Context: an optimization exercise on an open-source flow, tuned for small area and a short achievable clock period. The choices shown serve that exercise and are no tape-out recipe. RTL that was checked went through simulation tests only; none was proved equivalent to the original. Power and IR drop assume default switching activity.

== garnet ==
==> flow/design.v (excerpt) <==
module queue(clk,rst,datain,rw,dataout,full,empty);
  input clk,rst,rw;
  input [7:0] datain;
  output reg full, empty;
  output reg [7:0] dataout;
  reg wb;                    
  reg [15:0] nwcol;          
  reg [7:0] nwrow;           
  reg [15:0] nwce, nwco;     
  reg rb;
  reg [15:0] rcol;           
  reg [7:0] rrow;            
  reg [15:0] ecol;           
  reg [7:0] erow;            
  reg nfull, nempty;         
  reg [7:0] ndout;           
  wire push = rw & nfull;
  wire pop  = ~rw & nempty;
  wire [15:0] wcol = ~nwcol;
  wire [7:0] wrow = ~nwrow;
  wire [15:0] wcol_n = {wcol[14:0], wcol[15]};
  wire [7:0] wrow_n = wcol[15] ? {wrow[6:0], wrow[7]} : wrow;
  wire [15:0] rcol_n = {rcol[14:0], rcol[15]};
  wire [7:0] rrow_n = rcol[15] ? {rrow[6:0], rrow[7]} : rrow;
  wire same_cr    = (|(rcol & wcol)) & (|(rrow & wrow));
  wire r_next_cr  = (|(rcol_n & wcol)) & (|(rrow_n & wrow));   
  wire w_next_cr  = (|(wcol_n & rcol)) & (|(wrow_n & rrow));   
  wire last_out = rb ? (~wb & r_next_cr) : (wb & same_cr);
  wire last_in  = wb ? (~rb & w_next_cr) : (rb & same_cr);
  wire wb_nx = push ? ~wb : wb;
  wire [15:0] wcol_nx = (push & wb) ? wcol_n : wcol;
  wire full_nx = push ? last_in : (pop ? 1'b0 : ~nfull);
  wire [15:0] nwcol_e = nwce;
  wire [15:0] nwcol_o = nwco;
  reg [7:0] mem_e [0:127];
  reg [7:0] mem_o [0:127];
  genvar i, r;
  generate
    for (i = 0; i < 128; i = i + 1) begin : g_mem
      always @(posedge clk) begin
        if (~(nwrow[i/16] | nwcol_e[i%16]))
          mem_e[i] <= datain;
        if (~(nwrow[i/16] | nwcol_o[i%16]))
          mem_o[i] <= datain;
      end
    end
  endgenerate
  wire [15:0] ecol_n = {ecol[14:0], ecol[15]};
  wire [7:0] erow_n = ecol[15] ? {erow[6:0], erow[7]} : erow;
  wire [7:0] rowdata_e [0:7];
  wire [7:0] rowdata_o [0:7];
  generate
    for (r = 0; r < 8; r = r + 1) begin : g_row
  ...
Size in the first run: ~4,500 cells after synthesis, ~2,200 flip-flops, roughly 80,000 um^2 of cells after synthesis.
Settings: LEC_CHECK=0, CAP_MARGIN=20, CORE_MARGIN=2, CORE_UTILIZATION=60, CTS_CLUSTER_DIAMETER=100, CTS_CLUSTER_SIZE=24, SETUP_SLACK_MARGIN=3.6, SLEW_MARGIN=20; clock period 6.0 ns.
run.sh (not shown) runs the stock make flow with config.mk's settings and CLKGATE_MAP_FILE= SYNTH_SCRIPT=/design/flow/synth_recipe.tcl, a recipe that flattens the netlist after the stock synthesis.
garnet did not stop at any stage, and its layout met the timing, DRC and antenna checks.
> inputs changed (garnet -> juniper)
- swapping 3.6 for 3.7 in SETUP_SLACK_MARGIN
- swapping 60 for 55 in CORE_UTILIZATION
## What came out
juniper: PASS, flow complete, no timing, DRC or antenna violations
Summary: with garnet as the reference, count of instances resized after the clock tree is built in juniper moved up by more than 10%.
Sequential power across juniper and garnet: no real change.
Status: critical path data required time parity (garnet, juniper)
Relative to juniper, the following input files were edited for ember:
- SETUP_SLACK_MARGIN changed from 3.7 to 3.75
- CORE_UTILIZATION changed from 55 to 60
## What came out
ember: full flow OK, the timing, DRC and antenna checks passed
From juniper to ember, share of synthesized cell area in full adder, half adder and majority cells did not move at all.
On buffer count from post-CTS setup fixing, the higher figure sits with juniper, not ember.
Minimum period implied by the final worst setup slack: lower on ember
ember against juniper: largest net degree at the start of global routing has decreased; cell count has decreased; power per cell area has remained practically unchanged; setup slack has increased.
Comparing ember with juniper, the part of the power in combinational logic came out essentially unchanged.
What sierra does differently from ember at the input level:
- SETUP_SLACK_MARGIN now 3.85, was 3.75
### Flow results
Looking at shortest clock period the worst path allows after layout, sierra sits 0.067 ns higher than ember does. Taking ember as the reference, in sierra power climbed 0.00025 W, via-per-instance ratio rose by 2.0%, later-pin clock latency in the skew report has remained practically unchanged, area share of buffers outside the clock network went up by 2.0 points, area of the multi-input gates now larger. ember: done, clean on timing, DRC and antenna. sierra completed; timing, DRC and antenna clean. Count of clock buffers in the final design of sierra exceeds that of ember by more than 10%. sierra does worse than ember on wire length of the first global-routing pass. sierra ends up with higher part of the power in combinational logic than ember does. Any difference in weighted congestion reported at the end of routability-driven placement between sierra and ember is small enough to ignore. On post-detailed-placement cell area, sierra tracks ember almost exactly.


queue again, from the RTL that the note above started with.
Settings: LEC_CHECK=0, CAP_MARGIN=20, CORE_MARGIN=2, CORE_UTILIZATION=66, CTS_CLUSTER_DIAMETER=100, CTS_CLUSTER_SIZE=24, SETUP_SLACK_MARGIN=3.7, SLEW_MARGIN=20; clock period 6.0 ns.
Next try:
- CORE_UTILIZATION: 66 -> 57
- SETUP_SLACK_MARGIN: 3.7 -> 3.75
First-iteration DRC count drops by about 13%. Worst setup slack improved by 0.0072 ns. Fmax stays flat.


== umber ==
queue, a different RTL version from the one above (not shown whole).
For scale: about 21 I/O pins, about 0.077 mm² of cells after synthesis.
## queue
module queue(clk,rst,datain,rw,dataout,full,empty);
  input clk,rst,rw;
  input [7:0] datain;
  output reg full, empty;
  output reg [7:0] dataout;
  reg wb;                    
  reg [15:0] nwcol;          
  reg [7:0] nwrow;           
  reg rb;
  reg [15:0] rcol;           
  reg [7:0] rrow;            
  reg nfull, nempty;         
  wire push = rw & nfull;
  wire pop  = ~rw & nempty;
  wire [15:0] wcol = ~nwcol;
  wire [7:0] wrow = ~nwrow;
  wire [15:0] wcol_n = {wcol[14:0], wcol[15]};
  wire [7:0] wrow_n = wcol[15] ? {wrow[6:0], wrow[7]} : wrow;
  wire [15:0] rcol_n = {rcol[14:0], rcol[15]};
  wire [7:0] rrow_n = rcol[15] ? {rrow[6:0], rrow[7]} : rrow;
  wire same_cr    = (|(rcol & wcol)) & (|(rrow & wrow));
  wire r_next_cr  = (|(rcol_n & wcol)) & (|(rrow_n & wrow));   
  wire w_next_cr  = (|(wcol_n & rcol)) & (|(wrow_n & rrow));   
  wire last_out = rb ? (~wb & r_next_cr) : (wb & same_cr);
  wire last_in  = wb ? (~rb & w_next_cr) : (rb & same_cr);
  wire [15:0] nwcol_e = nwcol | {16{wb | ~nfull}};
  wire [15:0] nwcol_o = nwcol | {16{~wb | ~nfull}};
  reg [7:0] nmem_e [0:127];
  reg [7:0] nmem_o [0:127];
  genvar i, r;
  generate
    for (i = 0; i < 128; i = i + 1) begin : g_mem
      always @(posedge clk) begin
        if (~(nwrow[i/16] | nwcol_e[i%16]))
          nmem_e[i] <= ~datain;
        if (~(nwrow[i/16] | nwcol_o[i%16]))
          nmem_o[i] <= ~datain;
      end
    end
  ...
==> flow/config.mk <==
export PLATFORM = sky130hd
export DESIGN_NAME = queue
export DESIGN_NICKNAME = queue
export VERILOG_FILES = /design/flow/design.v
export SDC_FILE = /design/flow/constraint.sdc
export NUM_CORES = 4
export LEC_CHECK = 0
export CAP_MARGIN = 20
export CORE_MARGIN = 2
export CORE_UTILIZATION = 55
export CTS_CLUSTER_DIAMETER = 100
export CTS_CLUSTER_SIZE = 24
export SETUP_SLACK_MARGIN = 3.5
export SLEW_MARGIN = 20
==> flow/constraint.sdc <==
create_clock -name core_clock -period 6.0 [get_ports {clk}]
set_input_delay 1.2000 -clock core_clock [delete_from_list [all_inputs] [get_ports {clk}]]
set_output_delay 1.2000 -clock core_clock [all_outputs]
set_load 0.01 [all_outputs]
For tundra, these inputs were changed with respect to umber:
# umber
export LEC_CHECK = 0
export CAP_MARGIN = 20
export CORE_MARGIN = 2
export CORE_UTILIZATION = 55
export CTS_CLUSTER_DIAMETER = 100
export CTS_CLUSTER_SIZE = 24
export SETUP_SLACK_MARGIN = 3.5
export SLEW_MARGIN = 20
create_clock -name core_clock -period 6.0 [get_ports {clk}]
# tundra
export LEC_CHECK = 0
export CAP_MARGIN = 20
export CORE_MARGIN = 2
export CORE_UTILIZATION = 55
export CTS_CLUSTER_DIAMETER = 100
export CTS_CLUSTER_SIZE = 24
export SETUP_SLACK_MARGIN = 3.7
export SLEW_MARGIN = 20
create_clock -name core_clock -period 6.0 [get_ports {clk}]
## What came out
umber -> tundra: first-pass GRT wire length increased by a few percent
Summary: with umber as the reference, cell area after layout in tundra moved up by a few percent.
The core of tundra is more densely filled than that of umber.
umber has lower wire length than tundra.
Between umber and tundra, critical path depth increased.
Function was not checked in any run of this note: the RTL went through the layout flow alone.

[port drivers added, routing unchanged]
In the flow no input, the clock included, has a driving cell. The finished layouts below were timed again as built, in two steps.
Step 1 (the two cells are an assumption about what drives the block):
set clk [get_ports {clk}]
set_driving_cell -lib_cell sky130_fd_sc_hd__clkbuf_16 $clk
set_driving_cell -lib_cell sky130_fd_sc_hd__buf_2 [delete_from_list [all_inputs] $clk]
Step 2 times the ports against the registers' clock, not the clock port: input delays grow and output delays shrink by t, the midpoint of the rising clock arrivals with the driver on.
Three values: ideal, step 1, step 2; two values: the first two.
run | t, ns | slack for setup (ns) | worst setup path at the end
garnet | 0.831 | 3.511 / 3.427 / 3.013 | input to register
juniper | 0.835 | 3.472 / 3.387 / 2.938 | input to register
ember | 0.818 | 3.541 / 3.460 / 2.999 | input to register
sierra | 0.832 | 3.474 / 3.391 / 3.089 | input to register
the first run of note 2 | 0.804 | 3.500 / 3.426 / 2.890 | input to register
the second run of note 2 | 0.833 | 3.508 / 3.418 / 2.975 | input to register
umber | 0.850 | 3.383 / 3.374 / 2.622 | input to register
tundra | 0.855 | 3.395 / 3.365 / 2.782 | input to register
After both steps every run listed still meets setup and hold. The setup slack of umber, which loses most, moves by -0.009 ns with the drivers and by -0.761 ns with both steps.
